This design comes from an exercise in tuning for small area on the open sky130 flow, not from production work.
No functional check of the RTL was part of any run shown here.

## flow/design.v (module list and top-level ports; edited modules follow where they fit)
// module cordic_pipeline_rtl: 404 lines
module cordic_pipeline_rtl( clock, reset, ce, angle_in, sin_out, cos_out, valid_out );
  // ...
==> flow/flow/run.sh <==
#!/bin/bash
# Own layout flow: the standard flow (standard.sh) with three changes:
#  1. the port buffers use the smallest buffer cell (buf_1);
#  2. after the standard synthesis, the combinational cells other than full adders are
#     mapped again by Yosys/ABC for area (registers and their names are untouched);
#  3. full adders are flipped in polarity (FA(~a,~b,~c) = ~FA(a,b,c)) where that
#     removes inverters.
# Each rewritten netlist is checked against the standard synthesis's netlist by
# bit-parallel random simulation of every register input and every output port; a step
# whose result fails the check is dropped.
set -uo pipefail
export BUFFER_PORTS_ARGS="-buffer_cell sky130_fd_sc_hd__buf_1"
RES="$PWD/orfs/results/sky130hd/cordic_pipeline_rtl/base"
bash standard.sh "$RES/1_2_yosys.v" > standard_synth.log 2>&1 || exit 1
cp "$RES/1_2_yosys.v" "$PWD/netlist_standard.v"
CUR="$PWD/netlist_standard.v"
if python3 flow/remap.py "$CUR" "$PWD/netlist_remap.v" "$PWD" > remap.log 2>&1 \
   && python3 flow/simcheck.py "$PWD/netlist_standard.v" "$PWD/netlist_remap.v" > simcheck_remap.log 2>&1; then
  CUR="$PWD/netlist_remap.v"; echo "remap: used" >> remap.log
else
  echo "remap: dropped" >> remap.log
fi
if python3 flow/fixinv.py "$CUR" "$PWD/netlist_fixinv.v" > fixinv.log 2>&1 \
   && python3 flow/simcheck.py "$PWD/netlist_standard.v" "$PWD/netlist_fixinv.v" > simcheck_fixinv.log 2>&1; then
  CUR="$PWD/netlist_fixinv.v"; echo "fixinv: used" >> fixinv.log
else
  echo "fixinv: dropped" >> fixinv.log
fi
cp "$CUR" "$RES/1_2_yosys.v"
bash standard.sh > standard_layout.log 2>&1
==> flow/flow/fixinv.py <==
#!/usr/bin/env python3
"""Remove inverters around full adders in a flat Yosys netlist of sky130 cells.

A full adder is self-dual: FA(~a,~b,~c) = (~sum, ~cout). Each fa cell may be "flipped":
it is fed the complements of its inputs and its outputs then carry the complements of the
original signals. Nets joined by inverters form classes; a class needs one inverter when
some consumer wants the polarity its driver does not give. A greedy search over flips of
single adders and of connected adder groups lowers the inverter count; the netlist is then
rewritten. Usage: fixinv.py in.v out.v
"""
import re, sys, collections

INV_RE = re.compile(r"sky130_fd_sc_hd__(inv|clkinv)_\d+$")
FA_RE = re.compile(r"sky130_fd_sc_hd__fa_\d+$")
OUTPINS = {"X", "Y", "Q", "Q_N", "SUM", "COUT", "HI", "LO"}

def main(src, dst):
    text = open(src).read()
    m = re.search(r"^(.*?\bmodule\b.*?\);\n)(.*)(endmodule.*)$", text, re.S)
    head, body, tail = m.group(1), m.group(2), m.group(3)
    stmts = re.split(r"(?<=;)", body)
    cells = []
    for i, s in enumerate(stmts):
        mm = re.match(r"\s*(sky130_fd_sc_hd__\w+)\s+(\S+)\s*\((.*)\)\s*;\s*$", s, re.S)
        if mm:
            pins = collections.OrderedDict((p, n.strip()) for p, n in re.findall(r"\.(\w+)\(([^()]*)\)", mm.group(3)))
            cells.append({"i": i, "type": mm.group(1), "name": mm.group(2), "pins": pins})
    # nets used outside cells (assigns) or declared as ports keep their exact polarity
    pinned = set()
    for s in stmts:
        if re.match(r"\s*sky130_fd_sc_hd__", s): continue
        if re.match(r"\s*(wire|reg)\b", s): continue
        for n in re.findall(r"(\\\S+|[A-Za-z_][\w$]*)(\s*\[\d+(?::\d+)?\])?", s):
            pinned.add(n[0]); pinned.add((n[0] + n[1].replace(" ", "")) if n[1] else n[0])
    def base(n):
        return re.sub(r"\s*\[.*$", "", n)
    drv = {}
    loads = collections.defaultdict(list)
    for c in cells:
        for p, n in c["pins"].items():
            if p in OUTPINS: drv[n] = (c, p)
            else: loads[n].append((c, p))
    isinv = lambda c: bool(INV_RE.match(c["type"]))
    isfa = lambda c: bool(FA_RE.match(c["type"]))
    # classes: follow inverters back to the root
    pol = {}; root = {}
    def find(n):
        if n in root: return root[n], pol[n]
        d = drv.get(n)
        if d and isinv(d[0]):
            r, p = find(d[0]["pins"]["A"])
            root[n], pol[n] = r, p ^ 1
        else:
            root[n], pol[n] = n, 0
        return root[n], pol[n]
    allnets = set(drv) | set(loads)
    for n in allnets: find(n)
    members = collections.defaultdict(list)
    for n in allnets: members[root[n]].append(n)
    fas = [c for c in cells if isfa(c)]
    faid = {c["name"]: k for k, c in enumerate(fas)}
    flip = [0] * len(fas)
    # a class is frozen if any member net is pinned (port/assign) or it is a constant
    def frozen(r):
        return any(n in pinned or base(n) in pinned or "'" in n for n in members[r])
    # consumers of each class: list of (cell, pin, polarity wanted relative to root)
    cons = collections.defaultdict(list)
    for n in allnets:
        for (c, p) in loads.get(n, []):
            if isinv(c): continue
            cons[root[n]].append((c, p, pol[n]))
    def drvflip(r):
        d = drv.get(r)
        if d and isfa(d[0]): return flip[faid[d[0]["name"]]]
        return 0
    def cost(r):
        f0 = drvflip(r)
        need = set()
        for (c, p, q) in cons[r]:
            need.add(q ^ (flip[faid[c["name"]]] if isfa(c) else 0))
        if frozen(r):
            # every original member polarity must stay available under its own name
            need |= {pol[n] for n in members[r]}
        return 1 if (need - {f0}) else 0
    # classes touched by each fa
    touch = collections.defaultdict(set)
    for k, c in enumerate(fas):
        for p, n in c["pins"].items():
            if n in root: touch[k].add(root[n])
    classes = list(members)
    orig = sum(1 for c in cells if isinv(c))
    total = sum(cost(r) for r in classes)
    pass
    # groups: fas joined by direct (inverter-free or not) connections between fa pins
    adj = collections.defaultdict(set)
    for r in classes:
        ks = set()
        d = drv.get(r)
        if d and isfa(d[0]): ks.add(faid[d[0]["name"]])
        for (c, p, q) in cons[r]:
            if isfa(c): ks.add(faid[c["name"]])
        for a in ks:
            adj[a] |= ks - {a}
    def try_flip(group):
        cls = set()
        for k in group: cls |= touch[k]
        before = sum(cost(r) for r in cls)
        for k in group: flip[k] ^= 1
        after = sum(cost(r) for r in cls)
        if after < before: return before - after
        for k in group: flip[k] ^= 1
        return 0
    improved = True
    while improved:
        improved = False
        for k in range(len(fas)):
            if try_flip([k]): improved = True
        for k in range(len(fas)):
            for j in adj[k]:
                if j > k and try_flip([k, j]): improved = True
        # chains along carries
        for k in range(len(fas)):
            grp = [k]; cur = k
            for _ in range(12):
                nxt = [j for j in adj[cur] if j not in grp]
                if not nxt: break
                cur = nxt[0]; grp.append(cur)
                if try_flip(list(grp)): improved = True
    total = sum(cost(r) for r in classes)
    pass
    # rewrite: per class, nets for polarity 0/1
    newwires = []
    cnt = [0]
    def newnet():
        cnt[0] += 1
        nm = "_fixinv_%d_" % cnt[0]
        newwires.append(nm)
        return nm
    drop = set(c["name"] for c in cells if isinv(c))
    addcells = []
    for r in classes:
        polnet = {}
        for n in members[r]:
            polnet.setdefault(pol[n], n)
        f0 = drvflip(r)
        need = set()
        for (c, p, q) in cons[r]:
            need.add(q ^ (flip[faid[c["name"]]] if isfa(c) else 0))
        if frozen(r): need |= {pol[n] for n in members[r]}
        d = drv.get(r)
        if d is None:
            # undriven (input port / constant): keep the original inverters, they drive pinned nets
            for n in members[r]:
                dd = drv.get(n)
                if dd and isinv(dd[0]): drop.discard(dd[0]["name"])
            continue
        if frozen(r) and f0 == 0:
            # keep everything as is for frozen classes whose driver is not flipped
            for n in members[r]:
                dd = drv.get(n)
                if dd and isinv(dd[0]): drop.discard(dd[0]["name"])
            continue
        assert not frozen(r)
        net = {}
        net[f0] = polnet.get(f0) or newnet()
        d[0]["pins"][d[1]] = net[f0]
        if (1 ^ f0) in need:
            net[1 ^ f0] = polnet.get(1 ^ f0) or newnet()
            addcells.append(("sky130_fd_sc_hd__inv_1", net[f0], net[1 ^ f0]))
        for (c, p, q) in cons[r]:
            want = q ^ (flip[faid[c["name"]]] if isfa(c) else 0)
            c["pins"][p] = net[want]
    out = []
    for i, s in enumerate(stmts):
        out.append(s)
    for c in cells:
        if c["name"] in drop:
            out[c["i"]] = ""
            continue
        conn = ",".join("\n    .%s(%s%s)" % (p, n, " " if n.startswith("\\") else "") for p, n in c["pins"].items())
        out[c["i"]] = "\n  %s %s (%s\n  );" % (c["type"], c["name"], conn)
    extra = "".join("\n  wire %s;" % nm for nm in newwires)
    for k, (t, a, y) in enumerate(addcells):
        extra += "\n  %s _fixinv_cell_%d_ (\n    .A(%s%s),\n    .Y(%s%s)\n  );" % (t, k, a, " " if a.startswith("\\") else "", y, " " if y.startswith("\\") else "")
    res = head + extra + "".join(out) + "\n" + tail
    open(dst, "w").write(res)
    ninv = len(re.findall(r"sky130_fd_sc_hd__(?:inv|clkinv)_\d+ ", res))
    print("inverters after: %d" % ninv)

if __name__ == "__main__":
    main(sys.argv[1], sys.argv[2])
==> flow/flow/remap.py <==
#!/usr/bin/env python3
"""Re-map the combinational logic of a flat sky130 netlist with Yosys/ABC for area.

Registers (every sequential cell) and full-adder cells stay as they are, with their
instance names; all other cells are read as their liberty functions, flattened and mapped
again by ABC, avoiding the platform's don't-use cells.
Usage: remap.py in.v out.v workdir  (FLOW_HOME must point at ORFS's flow/ folder)"""
import os, re, sys, subprocess
flow = os.environ.get("FLOW_HOME", "/OpenROAD-flow-scripts/flow")
lib = flow + "/platforms/sky130hd/lib/sky130_fd_sc_hd__tt_025C_1v80.lib"
src, dst, wd = sys.argv[1], sys.argv[2], sys.argv[3]
txt = open(lib).read()
models = []
for m in re.finditer(r'\n    cell \("(\w+)"\) \{', txt):
    name = m.group(1)
    end = txt.find('\n    cell (', m.end()); body = txt[m.end(): end if end > 0 else len(txt)]
    if re.search(r'\n        (ff|latch|statetable) ', body): continue
    if re.search(r'__fa_\d', name): continue
    pins = []; outs = {}; ok = True
    for pm in re.finditer(r'\n        pin \("(\w+)"\) \{(.*?)\n        \}', body, re.S):
        d = re.search(r'direction : "(\w+)"', pm.group(2))
        if not d: continue
        f = re.search(r'function : "([^"]*)"', pm.group(2))
        pins.append((pm.group(1), d.group(1)))
        if d.group(1) == 'output':
            if not f: ok = False; break
            outs[pm.group(1)] = f.group(1)
    if not ok or not outs: continue
    s = "module %s(%s);\n" % (name, ", ".join(p for p, _ in pins))
    for p, d in pins: s += "  %s %s;\n" % (d, p)
    for o, f in outs.items(): s += "  assign %s = %s;\n" % (o, f.replace('!', '~'))
    models.append(s + "endmodule\n")
open(wd + "/remap_models.v", "w").write("".join(models))
cfg = open(flow + "/platforms/sky130hd/config.mk").read()
du = re.search(r"export DONT_USE_CELLS \+= \\(.*?)\n#", cfg, re.S).group(1)
dont = " ".join("-dont_use " + c for c in re.findall(r"sky130_fd_sc_hd__\w+", du))
ys = """read_liberty -lib {lib}
read_verilog -overwrite {wd}/remap_models.v
read_verilog {src}
hierarchy -top cordic_pipeline_rtl
flatten
techmap
opt -purge
abc -liberty {lib} {dont}
opt_clean -purge
hilomap -singleton -hicell sky130_fd_sc_hd__conb_1 HI -locell sky130_fd_sc_hd__conb_1 LO
insbuf -buf sky130_fd_sc_hd__buf_4 A X
opt_clean -purge
check
stat -liberty {lib}
write_verilog -noattr -nohex -nodec {dst}
""".format(lib=lib, wd=wd, src=src, dst=dst, dont=dont)
open(wd + "/remap.ys", "w").write(ys)
r = subprocess.run(["yosys", "-s", wd + "/remap.ys"], stdout=open(wd + "/remap_yosys.log", "w"), stderr=subprocess.STDOUT)
sys.exit(r.returncode)
==> flow/flow/simcheck.py <==
#!/usr/bin/env python3
"""Compare two flat sky130 netlists combinationally: flop outputs and primary inputs are
driven with the same random bit-parallel words, and every flop input and primary output
must match. Usage: simcheck.py gold.v gate.v [lib]"""
import re, sys, random, collections
LIB = "/OpenROAD-flow-scripts/flow/platforms/sky130hd/lib/sky130_fd_sc_hd__tt_025C_1v80.lib"
W = 1 << 14
MASK = (1 << W) - 1

def libfuncs(path):
    txt = open(path).read()
    funcs = {}; seq = set()
    for m in re.finditer(r'\n    cell \("(\w+)"\) \{', txt):
        name = m.group(1)
        end = txt.find('\n    cell (', m.end())
        body = txt[m.end(): end if end > 0 else len(txt)]
        if re.search(r'\n        (ff|latch|statetable) ', body): seq.add(name); continue
        outs = {}
        for pm in re.finditer(r'\n        pin \("(\w+)"\) \{(.*?)\n        \}', body, re.S):
            f = re.search(r'function : "([^"]*)"', pm.group(2))
            if f and 'direction : "output"' in pm.group(2): outs[pm.group(1)] = f.group(1)
        funcs[name] = outs
    return funcs, seq

def pyexpr(f):
    f = f.replace('!', ' ~').replace('&', ' & ').replace('|', ' | ').replace('^', ' ^ ')
    f = re.sub(r'\b([A-Z]\w*)\b', r'v["\1"]', f)
    f = f.replace('1', 'MASK') if f.strip() == '1' else f
    return f

def parse(path):
    text = open(path).read()
    cells = []
    for mm in re.finditer(r"(sky130_fd_sc_hd__\w+)\s+(\S+)\s*\((.*?)\);", text, re.S):
        pins = dict((p, n.strip()) for p, n in re.findall(r"\.(\w+)\(([^()]*)\)", mm.group(3)))
        cells.append((mm.group(1), mm.group(2), pins))
    assigns = re.findall(r"assign\s+(.*?)\s*=\s*(.*?);", text)
    ins = []
    for d in re.findall(r"input\s+(\[[^\]]*\])?\s*(\S+);", text):
        if d[0]:
            hi, lo = map(int, re.match(r"\[(\d+):(\d+)\]", d[0]).groups())
            ins += ["%s[%d]" % (d[1], i) for i in range(lo, hi + 1)]
        else: ins.append(d[1])
    outs = []
    for d in re.findall(r"output\s+(\[[^\]]*\])?\s*(\S+);", text):
        if d[0]:
            hi, lo = map(int, re.match(r"\[(\d+):(\d+)\]", d[0]).groups())
            outs += ["%s[%d]" % (d[1], i) for i in range(lo, hi + 1)]
        else: outs.append(d[1])
    return cells, assigns, ins, outs

def norm(n):
    n = n.strip()
    if n.startswith("\\"): n = n[1:]
    return n.replace(" ", "")

def simulate(path, funcs, seq, stim):
    cells, assigns, ins, outs = parse(path)
    val = {"1'h0": 0, "1'h1": MASK, "1'b0": 0, "1'b1": MASK}
    for n in ins: val[norm(n)] = stim.setdefault("in:" + norm(n), random.getrandbits(W))
    flops = {}
    for t, nm, pins in cells:
        tt = t.replace("sky130_fd_sc_hd__", "")
        if t in seq:
            q = norm(pins.get("Q", ""))
            val[q] = stim.setdefault("ff:" + nm, random.getrandbits(W))
            flops[nm] = pins
    comb = [(t, nm, pins) for t, nm, pins in cells if t not in seq]
    drv = {}
    for c in comb:
        for p, n in c[2].items():
            if p in funcs[c[0]]: drv[norm(n)] = c
    asg = {norm(a): norm(b) for a, b in assigns}
    done = set()
    sys.setrecursionlimit(100000)
    def get(n):
        n = norm(n)
        if n in val: return val[n]
        if n in asg:
            val[n] = get(asg[n]); return val[n]
        c = drv.get(n)
        if c is None: raise KeyError(n)
        t, nm, pins = c
        v = {p: get(pins[p]) for p in pins if p not in funcs[t]}
        for op, f in funcs[t].items():
            e = pyexpr(f)
            r = eval(e, {"v": v, "MASK": MASK}) & MASK
            val[norm(pins[op])] = r
        return val[n]
    res = {}
    for nm, pins in flops.items():
        for p in pins:
            if p not in ("Q", "CLK", "Q_N"): res["ff:%s.%s" % (nm, p)] = get(pins[p])
    for o in outs: res["out:" + norm(o)] = get(o)
    return res

funcs, seq = libfuncs(sys.argv[3] if len(sys.argv) > 3 else LIB)
random.seed(1)
stim = {}
a = simulate(sys.argv[1], funcs, seq, stim)
b = simulate(sys.argv[2], funcs, seq, stim)
bad = [k for k in a if a[k] != b.get(k)]
print("compared %d signals x %d vectors; mismatches: %d" % (len(a), W, len(bad)))
print(bad[:10])
sys.exit(1 if bad or set(a) != set(b) else 0)
==> flow/standard.sh <==
#!/bin/bash
# synth_recipe.tcl (not shown) runs the flow's synth.tcl, then flattens the netlist and writes it again
# the make line also repeats each setting of config.mk as NAME=value (left out here)
make -C /OpenROAD-flow-scripts/flow DESIGN_CONFIG=/design/flow/config.mk WORK_HOME=/design/flow/orfs CLKGATE_MAP_FILE= SYNTH_SCRIPT=/design/flow/synth_recipe.tcl "${@:-finish}"
==> flow/config.mk <==
export PLATFORM = sky130hd
export DESIGN_NAME = cordic_pipeline_rtl
export DESIGN_NICKNAME = cordic_pipeline_rtl
export VERILOG_FILES = /design/flow/design.v
export SDC_FILE = /design/flow/constraint.sdc
export NUM_CORES = 4
export LEC_CHECK = 0
export CAP_MARGIN = 0
export CORE_MARGIN = 2
export CORE_UTILIZATION = 70
export CTS_CLUSTER_DIAMETER = 100
export CTS_CLUSTER_SIZE = 30
export GPL_TIMING_DRIVEN = 1
export PLACE_DENSITY = 0.75
export SLEW_MARGIN = 0
==> flow/constraint.sdc <==
create_clock -name core_clock -period 4.5 [get_ports {clock}]
set_input_delay 0.9000 -clock core_clock [delete_from_list [all_inputs] [get_ports {clock}]]
set_output_delay 0.9000 -clock core_clock [all_outputs]
set_load 0.01 [all_outputs]
==> parameters.txt, run 1 <==
Parameter                              Value

STA
  Worst Setup Slack, final ... -0.649 ns
  Number of pins with negative max-slew slack in the final report ... 0
  Final setup violating endpoints ... 20
  Worst Hold Margin ... 0.399 ns
  Number of failing hold endpoints at the final stage ... 0

Drt
  Length of routed met3 wiring ... approximately 3700 um
  DRT Wirelength ... roughly 42000 um
  Number of iterations in the first detailed-routing pass ... 10
  Detailed router's first-iteration violation count ... 1329

Worst hold path
  Launch instance of the worst min-delay path ... l9_d[3]

Outcome
  Violated checks ... negative setup slack
  Status ... failed layout checks

Setup path
  Largest delay share family, worst path ... simple AND/OR/NAND/NOR gates
  Depth of the worst register-to-register path ... 18
  CP required ... 4.73 ns
  CP Data Arrival Time ... 5.38 ns
  FF-to-FF Start ... l13_x[11]
  Endpoint of the worst setup timing path ... l14_x[10]

Cells and area
  Biggest Area Class ... multi-input gates
  Layout cell share with drive strength beyond 1 ... 15.5%

CTS
  Clock buffer depth ... 3
  Number of buffers created by CTS ... 12
  Number of buffers inserted to repair setup after CTS ... 17
  Resize count post-CTS ... 30

Global routing
  Initial antenna violation count ... 0
  Global router's overall resource usage ... 33.3%
  Number of global-route vias before repair ... 11500
  Global routing usage on met2 ... 60.9%

Synthesis
  Netlist area before placement ... 14800 sq um
  Post-Syn Nets ... 1378
  Post-Synthesis Mean Instance Area ... 11.5 sq um
==> run 2: changes to the inputs <==
--- a/flow/design.v
+++ b/flow/design.v
@@ -160,34 +160,40 @@
 wire x_28_d9 = dw_27[9], x_28_d10 = dw_27[10];
 wire x_28_mx9 = x_28_d9, x_28_my9 = ~x_28_d9, x_28_mx10 = x_28_d10, x_28_my10 = ~x_28_d10;
 wire [2:0] x_28_fy9 = l13_y[11:9];
 wire [2:0] x_28_fx9 = l13_x[11:9];
 wire [3:0] x_28_gx = {x_28_fy9[2], x_28_fy9} ^ {4{x_28_mx9}};
 wire [4:0] x_28_lx = {2'b00, l13_x[2:0]} + {x_28_gx[3], x_28_gx} + {4'd0, x_28_mx9};
 wire x_28_upx = ~x_28_lx[4] & x_28_lx[3] & (&l13_x[9:3]);
 wire x_28_dnx = x_28_lx[4] & ~(|l13_x[9:3]);
-wire [1:0] x_28_tx = l13_x[11:10];
-wire [1:0] x_28_fx10 = x_28_upx ? x_28_tx + 2'd1 : x_28_dnx ? x_28_tx - 2'd1 : x_28_tx;
 wire [3:0] x_28_gy = {x_28_fx9[2], x_28_fx9} ^ {4{x_28_my9}};
 wire [4:0] x_28_ly = {2'b00, l13_y[2:0]} + {x_28_gy[3], x_28_gy} + {4'd0, x_28_my9};
 wire x_28_upy = ~x_28_ly[4] & x_28_ly[3] & (&l13_y[9:3]);
 wire x_28_dny = x_28_ly[4] & ~(|l13_y[9:3]);
-wire [1:0] x_28_ty = l13_y[11:10];
-wire [1:0] x_28_fy10 = x_28_upy ? x_28_ty + 2'd1 : x_28_dny ? x_28_ty - 2'd1 : x_28_ty;
 wire [5:0] x_28_ax = {{3{x_28_fy9[2]}}, x_28_fy9} ^ {6{x_28_mx9}};
-wire [5:0] x_28_bx = {{4{x_28_fy10[1]}}, x_28_fy10} ^ {6{x_28_mx10}};
-wire [5:0] x_28_Lx = {2'b00, l13_x[3:0]} + x_28_ax + x_28_bx + {5'd0, x_28_mx9} + {5'd0, x_28_mx10};
+wire [5:0] x_28_bx = {{4{l13_y[11]}}, l13_y[11:10]} ^ {6{x_28_mx10}};
+wire [5:0] x_28_L0x = {2'b00, l13_x[3:0]} + x_28_ax + x_28_bx + {5'd0, x_28_mx9} + {5'd0, x_28_mx10};
+wire [5:0] x_28_Lpx = x_28_L0x + 6'd1;
+wire [5:0] x_28_Lmx = x_28_L0x - 6'd1;
+wire x_28_incx = (x_28_upy & ~x_28_mx10) | (x_28_dny & x_28_mx10);
+wire x_28_decx = (x_28_upy & x_28_mx10) | (x_28_dny & ~x_28_mx10);
+wire [5:0] x_28_Lx = x_28_incx ? x_28_Lpx : x_28_decx ? x_28_Lmx : x_28_L0x;
 wire x_28_Ux = ~x_28_Lx[5] & x_28_Lx[4];
 wire x_28_Nx = x_28_Lx[5];
 wire [7:0] x_28_Hx = x_28_Ux ? l13_x[11:4] + 8'd1 : x_28_Nx ? l13_x[11:4] - 8'd1 : l13_x[11:4];
 wire [11:0] x_28 = {x_28_Hx, x_28_Lx[3:0]};
 wire [5:0] x_28_ay = {{3{x_28_fx9[2]}}, x_28_fx9} ^ {6{x_28_my9}};
-wire [5:0] x_28_by = {{4{x_28_fx10[1]}}, x_28_fx10} ^ {6{x_28_my10}};
-wire [5:0] x_28_Ly = {2'b00, l13_y[3:0]} + x_28_ay + x_28_by + {5'd0, x_28_my9} + {5'd0, x_28_my10};
+wire [5:0] x_28_by = {{4{l13_x[11]}}, l13_x[11:10]} ^ {6{x_28_my10}};
+wire [5:0] x_28_L0y = {2'b00, l13_y[3:0]} + x_28_ay + x_28_by + {5'd0, x_28_my9} + {5'd0, x_28_my10};
+wire [5:0] x_28_Lpy = x_28_L0y + 6'd1;
+wire [5:0] x_28_Lmy = x_28_L0y - 6'd1;
+wire x_28_incy = (x_28_upx & ~x_28_my10) | (x_28_dnx & x_28_my10);
+wire x_28_decy = (x_28_upx & x_28_my10) | (x_28_dnx & ~x_28_my10);
+wire [5:0] x_28_Ly = x_28_incy ? x_28_Lpy : x_28_decy ? x_28_Lmy : x_28_L0y;
 wire x_28_Uy = ~x_28_Ly[5] & x_28_Ly[4];
 wire x_28_Ny = x_28_Ly[5];
 wire [7:0] x_28_Hy = x_28_Uy ? l13_y[11:4] + 8'd1 : x_28_Ny ? l13_y[11:4] - 8'd1 : l13_y[11:4];
 wire [11:0] y_29 = {x_28_Hy, x_28_Ly[3:0]};
 reg signed [11:0] l14_x;
 reg signed [11:0] l14_y;
 wire signed [23:0] ex_30 = l14_x;
 wire [11:0] u_33 = l14_x ^ 12'h800;
--- a/flow/flow/fixinv.py
+++ b/flow/flow/fixinv.py
@@ -68,24 +68,27 @@
     for n in allnets:
         for (c, p) in loads.get(n, []):
             if isinv(c): continue
             cons[root[n]].append((c, p, pol[n]))
     def drvflip(r):
         d = drv.get(r)
         if d and isfa(d[0]): return flip[faid[d[0]["name"]]]
         return 0
+    def keepall(r):
+        return frozen(r) or drv.get(r) is None
     def cost(r):
         f0 = drvflip(r)
         need = set()
         for (c, p, q) in cons[r]:
             need.add(q ^ (flip[faid[c["name"]]] if isfa(c) else 0))
-        if frozen(r):
-            # every original member polarity must stay available under its own name
-            need |= {pol[n] for n in members[r]}
+        if keepall(r):
+            # all original inverters stay; count only missing polarities
+            have = {pol[n] for n in members[r]}
+            return 100 * f0 + len(need - have)
         return 1 if (need - {f0}) else 0
     # classes touched by each fa
     touch = collections.defaultdict(set)
     for k, c in enumerate(fas):
         for p, n in c["pins"].items():
             if n in root: touch[k].add(root[n])
     classes = list(members)
     orig = sum(1 for c in cells if isinv(c))
@@ -126,46 +129,50 @@
                 if not nxt: break
                 cur = nxt[0]; grp.append(cur)
                 if try_flip(list(grp)): improved = True
     total = sum(cost(r) for r in classes)
     pass
     # rewrite: per class, nets for polarity 0/1
     newwires = []
     cnt = [0]
+    tag = 0
+    while ("fixinv%d_" % tag) in text: tag += 1
     def newnet():
         cnt[0] += 1
-        nm = "_fixinv_%d_" % cnt[0]
+        nm = "_fixinv%d_%d_" % (tag, cnt[0])
         newwires.append(nm)
         return nm
     drop = set(c["name"] for c in cells if isinv(c))
     addcells = []
     for r in classes:
         polnet = {}
         for n in members[r]:
             polnet.setdefault(pol[n], n)
         f0 = drvflip(r)
         need = set()
         for (c, p, q) in cons[r]:
             need.add(q ^ (flip[faid[c["name"]]] if isfa(c) else 0))
         if frozen(r): need |= {pol[n] for n in members[r]}
         d = drv.get(r)
-        if d is None:
-            # undriven (input port / constant): keep the original inverters, they drive pinned nets
+        if keepall(r):
+            # undriven (port, constant, assign) or pinned class: keep its inverters and nets;
+            # only flipped adders reading it are moved to the complement
+            assert f0 == 0
             for n in members[r]:
                 dd = drv.get(n)
                 if dd and isinv(dd[0]): drop.discard(dd[0]["name"])
+            for (c, p, q) in cons[r]:
+                if isfa(c) and flip[faid[c["name"]]]:
+                    want = q ^ 1
+                    if want not in polnet:
+                        polnet[want] = newnet()
+                        addcells.append(("sky130_fd_sc_hd__inv_1", polnet[1 ^ want], polnet[want]))
+                    c["pins"][p] = polnet[want]
             continue
-        if frozen(r) and f0 == 0:
-            # keep everything as is for frozen classes whose driver is not flipped
-            for n in members[r]:
-                dd = drv.get(n)
-                if dd and isinv(dd[0]): drop.discard(dd[0]["name"])
-            continue
-        assert not frozen(r)
         net = {}
         net[f0] = polnet.get(f0) or newnet()
         d[0]["pins"][d[1]] = net[f0]
         if (1 ^ f0) in need:
             net[1 ^ f0] = polnet.get(1 ^ f0) or newnet()
             addcells.append(("sky130_fd_sc_hd__inv_1", net[f0], net[1 ^ f0]))
         for (c, p, q) in cons[r]:
             want = q ^ (flip[faid[c["name"]]] if isfa(c) else 0)
@@ -176,16 +183,16 @@
     for c in cells:
         if c["name"] in drop:
             out[c["i"]] = ""
             continue
         conn = ",".join("\n    .%s(%s%s)" % (p, n, " " if n.startswith("\\") else "") for p, n in c["pins"].items())
         out[c["i"]] = "\n  %s %s (%s\n  );" % (c["type"], c["name"], conn)
     extra = "".join("\n  wire %s;" % nm for nm in newwires)
     for k, (t, a, y) in enumerate(addcells):
-        extra += "\n  %s _fixinv_cell_%d_ (\n    .A(%s%s),\n    .Y(%s%s)\n  );" % (t, k, a, " " if a.startswith("\\") else "", y, " " if y.startswith("\\") else "")
+        extra += "\n  %s _fixinv%d_cell_%d_ (\n    .A(%s%s),\n    .Y(%s%s)\n  );" % (t, tag, k, a, " " if a.startswith("\\") else "", y, " " if y.startswith("\\") else "")
     res = head + extra + "".join(out) + "\n" + tail
     open(dst, "w").write(res)
     ninv = len(re.findall(r"sky130_fd_sc_hd__(?:inv|clkinv)_\d+ ", res))
     print("inverters after: %d" % ninv)
 
 if __name__ == "__main__":
     main(sys.argv[1], sys.argv[2])
--- a/flow/config.mk
+++ b/flow/config.mk
@@ -7,9 +7,10 @@
 export LEC_CHECK = 0
 export CAP_MARGIN = 0
 export CORE_MARGIN = 2
 export CORE_UTILIZATION = 70
 export CTS_CLUSTER_DIAMETER = 100
 export CTS_CLUSTER_SIZE = 30
 export GPL_TIMING_DRIVEN = 1
 export PLACE_DENSITY = 0.75
+export SETUP_SLACK_MARGIN = 0.15
 export SLEW_MARGIN = 0
==> run 2 against run 1 <==
Still fails the layout checks on negative setup slack; fmax is 11% higher; wire length increased by 1.1%; first-iteration DRC count rose by 16%; highest routed layer is now met5.
==> parameters.txt, run 2 <==
Parameter                              Value

Outcome
  Status ... failed layout checks (unchanged)
  Violated checks ... negative setup slack (unchanged)

Cells and area
  Layout cell share with drive strength beyond 1 ... 15.5% (about the same)
  Total area of sequential cells ... 7350 sq um (unchanged)
  Layout-stage area growth over the synthesis result ... 16.1% (was 15.9%)
  Area of the multi-input gates ... 7690 sq um (was 7420 sq um)
  Leading cell type in the layout, fill and taps excluded ... sky130_fd_sc_hd__edfxtp_1 (unchanged)
  Layout Nets ... 1604 (was 1578)
  Post-route cell area ... 17400 sq um (was 17100 sq um)
  Register containing the most flip-flops in the final layout ... l1_e (unchanged)
  Final-layout fill cell count ... 1020 (was 1076)
  Commonest non-fill, non-tap cells in the layout ... sky130_fd_sc_hd__edfxtp_1, sky130_fd_sc_hd__buf_4, sky130_fd_sc_hd__nor2_1 (was sky130_fd_sc_hd__edfxtp_1, sky130_fd_sc_hd__buf_4, sky130_fd_sc_hd__nand2_1)
  Max FFs per register ... 14 (unchanged)

Drt
  Detail Route Antenna Nets ... 0 (unchanged)
  Ratio of routed vias to standard cells ... 6.73 (was 6.65)
  DR WL/cell ... 23.7 um (was 23.8 um)
  Detailed router's first-iteration violation count ... 1542 (was 1329)
  Number of vias after detailed routing ... 12000 (was 11700)
  DRT Wirelength ... 42400 um (was 41900 um)
  DRC violations left ... 0 (unchanged)
  Number of iterations in the first detailed-routing pass ... 6 (was 10)

CTS
  Buffer type at the clock tree root ... sky130_fd_sc_hd__clkbuf_16 (unchanged)
  Number of buffers created by CTS ... 12 (unchanged)
  H-Tree Depth ... 1 (unchanged)
  Reg clk slew, reported paths ... 0.12 ns (about the same)
  Clock buffer depth ... 3 (unchanged)
  CTS tree ... built (unchanged)
  Clk sink count ... 246 (unchanged)
  Cts-stage hold buffer count ... 0 (unchanged)
  Clock latency on the worst-skew pair ... 0.48 ns (was 0.50 ns)

Floorplan
  Initial Utilization ... 71.2% (was 70.6%)
  Core Region ... 21000 sq um (was 20900 sq um)
  Number of core rows ... 53 (unchanged)
  Count of pins on the block boundary ... 40 (unchanged)
  Die width ... 150 um (was 149 um)
  Vertical die dimension ... 150 um (was 149 um)
  Total Die Area ... 22600 sq um (was 22300 sq um)

Setup path
  Crit-path max cell delay ... 0.55 ns (was 0.53 ns)
  CP Data Arrival Time ... 4.99 ns (was 5.38 ns)
  Critical path peak fanout ... 6 (was 3)
  Library cell appearing most often on the critical path ... sky130_fd_sc_hd__xnor2_2
  CP Capture Type ... register (unchanged)
  Critical setup path kind ... register to register (unchanged)
  Crit-path cells ... buf_6, xnor2_2, inv_1, fa_2, o22ai_1, a2bb2oi_2, xnor2_2, nand2_1, a2111oi_4, xnor2_2, or3_4, or2_4, nor4_4, mux2_4, xor2_1 (was xor2_2, inv_2, or4_4, or3_4, mux2i_4, xnor2_2, buf_4, buf_4, fa_1, nor2_1, a311o_1, nand3_2, mux2i_2, or4_4, or4_4, buf_4, nand2_2, xnor2_2)
  FF-to-FF Start ... l13_d[9] (was l13_x[11])
  Launch point of the critical path ... l13_d[9] (was l13_x[11])
  Type of element launching the critical path ... register (unchanged)
  Cell with the largest stage delay on the worst path ... sky130_fd_sc_hd__fa_2 (was sky130_fd_sc_hd__or4_4)
  CP required ... 4.83 ns (was 4.73 ns)

STA
  Worst slew pin tran ... 1.17 ns (was 0.869 ns)
  Highest clock frequency the design can meet ... 215 MHz (was 194 MHz)
  Final worst path period share ... 103% (was 114%)
  Number of failing hold endpoints at the final stage ... 0 (unchanged)
  Worst-case clock skew ... 0.0190 ns (was 0.0398 ns)
  Final setup violating endpoints ... 8 (was 20)
  Number of pins with negative max-slew slack in the final report ... 0 (unchanged)
  Final TNS setup ... -0.468 ns (was -6.98 ns)
  Worst Setup Slack, final ... -0.152 ns (was -0.649 ns)
  Min cycle time layout ... 4.65 ns (was 5.15 ns)
  Worst slew margin ... 21.8% (was 41.5%)
  RSZ-0062 raised after global routing ... yes (unchanged)

Synthesis
  Post-Syn Nets ... 1410 (was 1378)
  Netlist area before placement ... 15000 sq um (was 14800 sq um)
  Post-Synthesis Mean Instance Area ... 11.4 sq um (was 11.5 sq um)
  Count of warnings emitted by yosys ... 1 (unchanged)
  Cells after synthesis ... 1314 (was 1280)

Global routing
  Initial antenna violation count ... 2 (was 0)
  Number of global-route vias before repair ... 11400 (was 11500)
  Global router's overall resource usage ... 32.0% (was 33.3%)
  Largest net degree at the start of global routing ... 114 (was 105)
  Final global-route overflow total ... 0 (unchanged)
  First-pass GRT wire length ... 56600 um (was 58000 um)

Place
  Input/output buffers ... 39 (unchanged)
  DP Wirelength ... 25500 um (was 24500 um)
  Placed Instance Area ... 16400 sq um (was 16100 sq um)
  Gpl congestion ... 0.998 (was 0.943)
  Pre-CTS WS ... -0.159 ns (was -0.422 ns)

Run
  Number of maximum-capacitance violations ... 0 (unchanged)

Worst hold path
  Class of the most critical hold timing path ... register to register (unchanged)
  Launch instance of the worst min-delay path ... l10_d[8] (was l9_d[3])
run 2: metal layers:
layer	share of wire, %	wire (um)	global-route usage, %
met1	33	14100	37.4
met2	50	21400	59.7
met3	9.1	3850	4.03
met4	7.0	2980	13.2
met5	0.028	12	0
run 2: what timing repair did:
| item | 4_1_cts | 5_1_grt |
|---|---|---|
| setup buffers | 17 | 25 |
| gates cloned | 0 | 0 |
| pin swaps | 11 | 30 |
| resized for setup | 26 | 49 |
| setup endpoints to repair | 15 | 24 |
run 2: path summary, 6_finish.rpt:
check | to | slack [ns] | cells past startpoint
worst min register to register | l11_d[8] | 0.42 | 0
worst max register to register | l14_y[11] | -0.15 | 15
worst max-delay path | l14_y[11] | -0.15 | 15
worst min-delay path | l11_d[8] | 0.42 | 0
run 2: worst max-delay path, delay by kind of cell (launching register included):
kind                       cells  cell delay, ns
and+or+nand+nor                4            1.07
AOI/OAI and AO/OA              3            0.98
DFF                            1            0.47
buffers and inverters          2            0.37
xor gates and xnor gates       4            0.84
adders and majority gates      1            0.55
muxes                          1            0.22
run 2: cell type report:
type,instances,area share (%)
Tap cell,275,1.98
Sequential cell,246,42.3
Timing Repair Buffer,180,7.34
Clock inverter,3,0.180
Inverter,87,1.90
Clock buffer,16,1.94
Multi-Input combinational cell,981,44.3
Antenna cell,1,0.0144
run 2: per-stage QoR:
stage / hold WS [ns] / instances / util [%]
detailed placement: 0.405 / 1727 / 77.8
global route: 0.434 / 1789 / 82.6
finish: 0.418 / 1789 / 82.6
CTS: 0.430 / 1763 / 80.6
global placement: 0.402 / 1727 / 77.8
floorplan: 0.400 / 1314 / -
==> run 3: changes to the inputs <==
--- a/flow/config.mk
+++ b/flow/config.mk
@@ -13,4 +13,3 @@
 export GPL_TIMING_DRIVEN = 1
 export PLACE_DENSITY = 0.75
-export SETUP_SLACK_MARGIN = 0.15
 export SLEW_MARGIN = 0
==> run 3 against run 2 <==
Area after synthesis did not move; largest cell class unchanged; die area did not move; cell area fell by 0.60%; critical path type unchanged; global-route usage fell by 0.77 points; wire length fell by 10%; the layout still fails its checks (negative setup slack); critical path depth rose by 1; final cell count fell by 0.50%; highest routed layer is now met4; sequential share of layout area rose by 0.25 points.
==> parameters.txt, run 3 <==
Parameter                              Value

Outcome
  Status ... failed layout checks (unchanged)
  Violated checks ... negative setup slack (unchanged)

Setup path
  CP Capture Type ... register (unchanged)
  Cell with the largest stage delay on the worst path ... sky130_fd_sc_hd__fa_1 (was sky130_fd_sc_hd__fa_2)
  Type of element launching the critical path ... register (unchanged)
  Crit-path max cell delay ... 0.57 ns (was 0.55 ns)
  Critical setup path kind ... register to register (unchanged)
  Buffering stage count on the worst path with inverters included ... 3 (was 2)
  Largest delay share family, worst path ... simple AND/OR/NAND/NOR gates (unchanged)
  CP required ... 4.75 ns (was 4.83 ns)
  Critical path peak fanout ... 10 (was 6)
  CP Data Arrival Time ... 4.84 ns (was 4.99 ns)
  Crit-path cells ... buf_4, xnor2_2, inv_1, fa_1, inv_1, fa_2, or2_1, nand3b_1, or3_4, mux2i_4, xnor2_2, nand2b_1, nor3_2, nand4_1, a21oi_2, xor2_1 (was buf_6, xnor2_2, inv_1, fa_2, o22ai_1, a2bb2oi_2, xnor2_2, nand2_1, a2111oi_4, xnor2_2, or3_4, or2_4, nor4_4, mux2_4, xor2_1)

Floorplan
  Vertical die dimension ... 150 um (unchanged)
  Core Region ... 21000 sq um (unchanged)
  Initial Utilization ... 71.2% (unchanged)
  Total Die Area ... 22600 sq um (unchanged)
  Number of core rows ... 53 (unchanged)
  Die width ... 150 um (unchanged)
  Count of pins on the block boundary ... 40 (unchanged)

STA
  Min cycle time layout ... 4.59 ns (was 4.65 ns)
  Final worst path period share ... 102% (was 103%)
  Worst Setup Slack, final ... -0.0939 ns (was -0.152 ns)
  Worst slew pin tran ... 1.16 ns (was 1.17 ns)
  Final setup violating endpoints ... 4 (was 8)
  Number of failing hold endpoints at the final stage ... 0 (unchanged)
  Highest clock frequency the design can meet ... 218 MHz (was 215 MHz)
  Worst-case clock skew ... 0.0331 ns (was 0.0190 ns)
  Worst slew margin ... 22.7% (was 21.8%)
  Number of pins with negative max-slew slack in the final report ... 0 (unchanged)
  RSZ-0062 raised after global routing ... yes (unchanged)
  Worst Hold Margin ... 0.412 ns (was 0.418 ns)

CTS
  Buffer type at the clock tree root ... sky130_fd_sc_hd__clkbuf_16 (unchanged)
  Cts-stage hold buffer count ... 0 (unchanged)
  H-Tree Depth ... 1 (unchanged)
  Clk sink count ... 246 (unchanged)
  Clock latency on the worst-skew pair ... 0.49 ns (was 0.48 ns)
  CTS tree ... built (unchanged)
  Number of buffers created by CTS ... 12 (unchanged)
  Reg clk slew, reported paths ... 0.12 ns (about the same)
  Clock buffer depth ... 3 (unchanged)

Place
  DP Wirelength ... 25800 um (was 25500 um)
  Gpl congestion ... 0.978 (was 0.998)
  Input/output buffers ... 39 (unchanged)
  Placed Instance Area ... 16400 sq um (about the same)

Synthesis
  Post-Syn Nets ... 1410 (unchanged)
  Post-Synthesis Mean Instance Area ... 11.4 sq um (unchanged)
  Count of warnings emitted by yosys ... 1 (unchanged)
  Netlist area before placement ... 15000 sq um (unchanged)
  Cells after synthesis ... 1314 (unchanged)

Cells and area
  Layout-stage area growth over the synthesis result ... 15.4% (was 16.1%)
  Number of antenna diodes ... 0 (was 1)
  Leading cell type in the layout, fill and taps excluded ... sky130_fd_sc_hd__edfxtp_1 (unchanged)
  Commonest non-fill, non-tap cells in the layout ... sky130_fd_sc_hd__edfxtp_1, sky130_fd_sc_hd__buf_4, sky130_fd_sc_hd__nor2_1 (unchanged)
  Layout cell share with drive strength beyond 1 ... 14.2% (was 15.5%)
  Post-route cell area ... 17300 sq um (was 17400 sq um)
  Max FFs per register ... 14 (unchanged)
  Register containing the most flip-flops in the final layout ... l1_e (unchanged)
  Layout Nets ... 1597 (was 1604)

Drt
  DR WL/cell ... 21.3 um (was 23.7 um)
  Detailed router's first-iteration violation count ... 1042 (was 1542)
  DRT Wirelength ... 38000 um (was 42400 um)
  Ratio of routed vias to standard cells ... 6.37 (was 6.73)
  Number of vias after detailed routing ... 11300 (was 12000)
  DRC violations left ... 0 (unchanged)
  Detail Route Antenna Nets ... 0 (unchanged)
  Number of iterations in the first detailed-routing pass ... 5 (was 6)

Global routing
  First-pass GRT wire length ... 55000 um (was 56600 um)
  Global router's overall resource usage ... 31.3% (was 32.0%)
  Final global-route overflow total ... 0 (unchanged)
  Largest net degree at the start of global routing ... 67 (was 114)
  Initial antenna violation count ... 0 (was 2)
  Number of global-route vias before repair ... 11000 (was 11400)

Run
  Number of maximum-capacitance violations ... 0 (unchanged)

Worst hold path
  Class of the most critical hold timing path ... register to register (unchanged)
[run 3: path summary, 6_finish.rpt]
| kind | from | endpoint | slack, ns | cells past startpoint |
|---|---|---|---|---|
| worst max register to register | l13_d[10] | l14_x[11] | -0.09 | 16 |
| worst min-delay path | l7_d[2] | l8_d[2] | 0.41 | 0 |
| worst min register to register | l7_d[2] | l8_d[2] | 0.41 | 0 |
| worst max-delay path | l13_d[10] | l14_x[11] | -0.09 | 16 |
[run 3: repair_timing]
action,in CTS,in global routing
setup buffers,6,12
endpoints found under the setup margin,7,25
hold endpoints to repair,0,0
pin swaps,3,22
gates resized for setup,12,58
gates cloned,0,1
[run 3: metrics by stage]
stage	instances	utilization [%]	setup WS (ns)	TNS (ns)
after floorplan	1314	-	-0.0410	-0.0612
after global placement	1743	78.2	0.0354	0
after detailed placement	1743	78.2	-0.0698	-0.156
after CTS	1767	80.4	0.000874	0
after global routing	1780	82.1	-0.246	-1.37
final	1780	82.1	-0.0939	-0.202
[run 3: final cells by class]
type | count | area, sq um
Clock buffer | 17 | 340
Clock inverter | 1 | 30.0
Fill cell | 1075 | 3760
Inverter | 87 | 327
Multi-Input combinational cell | 981 | 7590
Sequential cell | 246 | 7350
Tap cell | 275 | 344
Timing Repair Buffer | 173 | 1270
[run 3: per-layer routing]
metal / track usage [%] / vias to the layer above / routed length, um
li1: - / 5072 / -
met1: 35.8 / 5425 / 13400
met2: 58.4 / 630 / 20000
met3: 3.73 / 209 / 2360
met4: 14.6 / 0 / 2250
met5: 0 / - / 0
==> run 4: changes to the inputs <==
--- a/flow/flow/run.sh
+++ b/flow/flow/run.sh
@@ -15,5 +15,7 @@
 cp "$RES/1_2_yosys.v" "$PWD/netlist_standard.v"
 CUR="$PWD/netlist_standard.v"
-if python3 flow/remap.py "$CUR" "$PWD/netlist_remap.v" "$PWD" > remap.log 2>&1 \
+ABCSCRIPT=""
+if [ -f flow/remap.abc ]; then ABCSCRIPT="-script $PWD/flow/remap.abc"; fi
+if python3 flow/remap.py "$CUR" "$PWD/netlist_remap.v" "$PWD" "$ABCSCRIPT" > remap.log 2>&1 \
    && python3 flow/simcheck.py "$PWD/netlist_standard.v" "$PWD/netlist_remap.v" > simcheck_remap.log 2>&1; then
   CUR="$PWD/netlist_remap.v"; echo "remap: used" >> remap.log
==> flow/flow/remap.abc (new file) <==
strash
&get -n
&fraig -x
&put
scorr
dc2
dretime
strash
dch -f
map -a
--- a/flow/flow/remap.py
+++ b/flow/flow/remap.py
@@ -10,4 +10,5 @@
 lib = flow + "/platforms/sky130hd/lib/sky130_fd_sc_hd__tt_025C_1v80.lib"
 src, dst, wd = sys.argv[1], sys.argv[2], sys.argv[3]
+abcextra = sys.argv[4] if len(sys.argv) > 4 else ""
 txt = open(lib).read()
 models = []
@@ -42,5 +43,5 @@
 techmap
 opt -purge
-abc -liberty {lib} {dont}
+abc -liberty {lib} {dont} ABCEXTRA
 opt_clean -purge
 hilomap -singleton -hicell sky130_fd_sc_hd__conb_1 HI -locell sky130_fd_sc_hd__conb_1 LO
@@ -50,5 +51,5 @@
 stat -liberty {lib}
 write_verilog -noattr -nohex -nodec {dst}
-""".format(lib=lib, wd=wd, src=src, dst=dst, dont=dont)
+""".format(lib=lib, wd=wd, src=src, dst=dst, dont=dont).replace("ABCEXTRA", abcextra)
 open(wd + "/remap.ys", "w").write(ys)
 r = subprocess.run(["yosys", "-s", wd + "/remap.ys"], stdout=open(wd + "/remap_yosys.log", "w"), stderr=subprocess.STDOUT)
==> run 4 against run 3 <==
Hold slack improved by 0.014 ns; final cell count increased by 13%; area after synthesis increased by 0.79%; still fails the layout checks on negative setup slack.
==> parameters.txt, run 4 <==
Parameter                              Value

Drt
  DRT Wirelength ... 42500 um (was 38000 um)
  Number of iterations in the first detailed-routing pass ... 8 (was 5)
  DR WL/cell ... 21.2 um (was 21.3 um)
  Detail Route Antenna Nets ... 0 (unchanged)
  Number of vias after detailed routing ... 12700 (was 11300)
  Ratio of routed vias to standard cells ... 6.30 (was 6.37)
  DRC violations left ... 0 (unchanged)
  Detailed router's first-iteration violation count ... 1510 (was 1042)

Cells and area
  Area of the multi-input gates ... 7030 sq um (was 7590 sq um)
  Layout cell share with drive strength beyond 1 ... 13.6% (was 14.2%)
  Layout Nets ... 1825 (was 1597)
  Max FFs per register ... 14 (unchanged)
  Layout-stage area growth over the synthesis result ... 14.0% (was 15.4%)
  Total area of sequential cells ... 7350 sq um (unchanged)
  Number of antenna diodes ... 0 (unchanged)
  Leading cell type in the layout, fill and taps excluded ... sky130_fd_sc_hd__edfxtp_1 (unchanged)
  Commonest non-fill, non-tap cells in the layout ... sky130_fd_sc_hd__edfxtp_1, sky130_fd_sc_hd__nor2_1, sky130_fd_sc_hd__inv_1 (was sky130_fd_sc_hd__edfxtp_1, sky130_fd_sc_hd__buf_4, sky130_fd_sc_hd__nor2_1)
  Register containing the most flip-flops in the final layout ... l1_e (unchanged)
  Fin cells ... 2009 (was 1780)
  Final-layout fill cell count ... 1142 (was 1075)

Setup path
  Depth of the worst register-to-register path ... 20 (was 16)
  Critical setup path kind ... register to register (unchanged)
  Reg2Reg Capture Point ... l14_x[9] (was l14_x[11])
  CP Capture Type ... register (unchanged)
  Crit-path cells ... buf_4, buf_6, xnor2_1, inv_1, fa_1, and2_2, o21a_1, nor2_1, nand4_1, o21ai_0, nand2_1, or2_2, nand2_1, inv_1, nor2_1, inv_1, nor3_4, nand2_1, o21ai_0, xor2_1 (was buf_4, xnor2_2, inv_1, fa_1, inv_1, fa_2, or2_1, nand3b_1, or3_4, mux2i_4, xnor2_2, nand2b_1, nor3_2, nand4_1, a21oi_2, xor2_1)
  Type of element launching the critical path ... register (unchanged)
  Cell with the largest stage delay on the worst path ... sky130_fd_sc_hd__edfxtp_1 (was sky130_fd_sc_hd__fa_1)
  FF-to-FF Start ... l13_d[9] (was l13_d[10])
  Launch point of the critical path ... l13_d[9] (was l13_d[10])
  CP Data Arrival Time ... 4.95 ns (was 4.84 ns)
  Critical path peak fanout ... 4 (was 10)
  CP required ... 4.74 ns (was 4.75 ns)
  Crit-path max cell delay ... 0.49 ns (was 0.57 ns)
  R2r setup slk ... -0.21 ns (was -0.09 ns)
  Endpoint of the worst setup timing path ... l14_x[9] (was l14_x[11])

Worst hold path
  Class of the most critical hold timing path ... register to register (unchanged)

Floorplan
  Die width ... 151 um (was 150 um)
  Vertical die dimension ... 151 um (was 150 um)
  Number of core rows ... 53 (unchanged)
  Total Die Area ... 22700 sq um (was 22600 sq um)
  Core Region ... 21100 sq um (was 21000 sq um)
  Count of pins on the block boundary ... 40 (unchanged)
  Initial Utilization ... 71.5% (was 71.2%)

Outcome
  Violated checks ... negative setup slack (unchanged)
  Status ... failed layout checks (unchanged)

Global routing
  Final global-route overflow total ... 0 (unchanged)
  Global router's overall resource usage ... 34.0% (was 31.3%)
  Largest net degree at the start of global routing ... 86 (was 67)
  First-pass GRT wire length ... 59600 um (was 55000 um)
  Number of global-route vias before repair ... 12100 (was 11000)
  Initial antenna violation count ... 0 (unchanged)

CTS
  Clock latency on the worst-skew pair ... 0.49 ns (about the same)
  H-Tree Depth ... 1 (unchanged)
  Clk sink count ... 246 (unchanged)
  Reg clk slew, reported paths ... 0.12 ns (about the same)
  Number of buffers created by CTS ... 12 (unchanged)
  CTS tree ... built (unchanged)
  Clock buffer depth ... 3 (unchanged)
  Cts-stage hold buffer count ... 0 (unchanged)
  Buffer type at the clock tree root ... sky130_fd_sc_hd__clkbuf_16 (unchanged)

STA
  Worst Setup Slack, final ... -0.213 ns (was -0.0939 ns)
  Final TNS setup ... -0.901 ns (was -0.202 ns)
  Min cycle time layout ... 4.71 ns (was 4.59 ns)
  Number of failing hold endpoints at the final stage ... 0 (unchanged)
  Highest clock frequency the design can meet ... 212 MHz (was 218 MHz)
  Number of pins with negative max-slew slack in the final report ... 0 (unchanged)
  Worst slew margin ... 37.0% (was 22.7%)
  Final setup violating endpoints ... 9 (was 4)
  Worst-case clock skew ... 0.0201 ns (was 0.0331 ns)
  Worst slew pin tran ... 0.945 ns (was 1.16 ns)
  RSZ-0062 raised after global routing ... yes (unchanged)
  Final worst path period share ... 105% (was 102%)

Run
  Number of maximum-capacitance violations ... 0 (unchanged)

Place
  Input/output buffers ... 39 (unchanged)
  DP Wirelength ... 28000 um (was 25800 um)
  Number of placed instances with taps included ... 1961 (was 1743)
  Gpl congestion ... 1.02 (was 0.978)

Synthesis
  Cells after synthesis ... 1540 (was 1314)
  Netlist area before placement ... 15100 sq um (was 15000 sq um)
  Post-Syn Nets ... 1636 (was 1410)
  Post-Synthesis Mean Instance Area ... 9.79 sq um (was 11.4 sq um)
  Count of warnings emitted by yosys ... 1 (unchanged)
[run 4: cell count changes in the layout (fill, tap and decap cells not counted), sizes merged, moves of 12 or more]
cell and change:
inv +142, nor2 +117, nand2 +109, xnor2 -74, xor2 +33, nand2b -32
nor2b -27, o21ai +27, a21oi +19, nand3 +15, and2 -12, mux2i -12
[run 4: cell type report]
type,count,area share (%)
Clock buffer,16,1.96
Clock inverter,3,0.175
Inverter,238,5.20
Multi-Input combinational cell,1056,40.9
Sequential cell,246,42.7
Tap cell,275,2.00
Timing Repair Buffer,175,7.00
[run 4: worst max-delay path: cells and delay by family (launching register included)]
family          cells  cell delay (ns)
buf+inv             5             0.67
xor+xnor            2             0.32
simple gates        9             1.87
flops               1             0.49
fa+ha+maj           1             0.48
compound gates      3             0.61
[run 4: through the flow]
step / util [%] / hold WS, ns / setup slack [ns] / instance area, sq um
3_3_place_gp: 77.8 / 0.401 / 0.0566 / 16400
4_1_cts: 80.0 / 0.423 / 0.00934 / 16900
6_report: 81.5 / 0.426 / -0.213 / 17200
3_5_place_dp: 77.8 / 0.405 / -0.106 / 16400
5_1_grt: 81.5 / 0.426 / -0.322 / 17200
2_1_floorplan: - / 0.400 / 0.000105 / 15100
[run 4: how the worst min path moves through the flow]
stage	from	to	slack, ns	cells past startpoint
3_3_place_gp	l2_d[1]	l3_d[1]	0.40	0
2_1_floorplan	l9_d[0]	l10_d[0]	0.40	0
6_report	l3_d[2]	l4_d[2]	0.43	0
3_5_place_dp	l8_d[2]	l9_d[2]	0.40	0
5_1_grt	l3_d[2]	l4_d[2]	0.43	0
4_1_cts	l9_d[10]	l10_d[10]	0.42	0
[run 4: what timing repair did]
action	in CTS	in global routing
endpoints found under the setup margin	4	20
gates resized for setup	13	58
pin swaps	7	23
buffers inserted	10	19
[run 4: routing by layer]
layer	share of wire [%]	global-route usage (%)
met5	0	0
met4	7.0	15.5
met3	8.4	4.91
met2	51	62.4
met1	34	39.2

==> re-timing with driven ports <==
No port has a modelled driver above. Below, the same layouts with a new extraction and two added sets of constraints. Step 1 assumes that a clkbuf_16 drives the clock port and a buf_2 every other input. Step 2 also shifts input and output timing later by t, the mid clock arrival at the registers, as if the neighbouring blocks saw the same clock. Three values: ideal ports, drivers, drivers and shift; two values: the first two.
run	t (ns)	slack for setup (ns)	clock arrival spread, ns	cell pins on the clock port's net
run 1	0.529	-0.649 / -0.649 / -0.649	0.043 / 0.044	1
run 2	0.520	-0.152 / -0.152 / -0.152	0.025 / 0.025	1
run 3	0.518	-0.094 / -0.094 / -0.094	0.033 / 0.034	1
run 4	0.525	-0.213 / -0.213 / -0.213	0.025 / 0.026	1
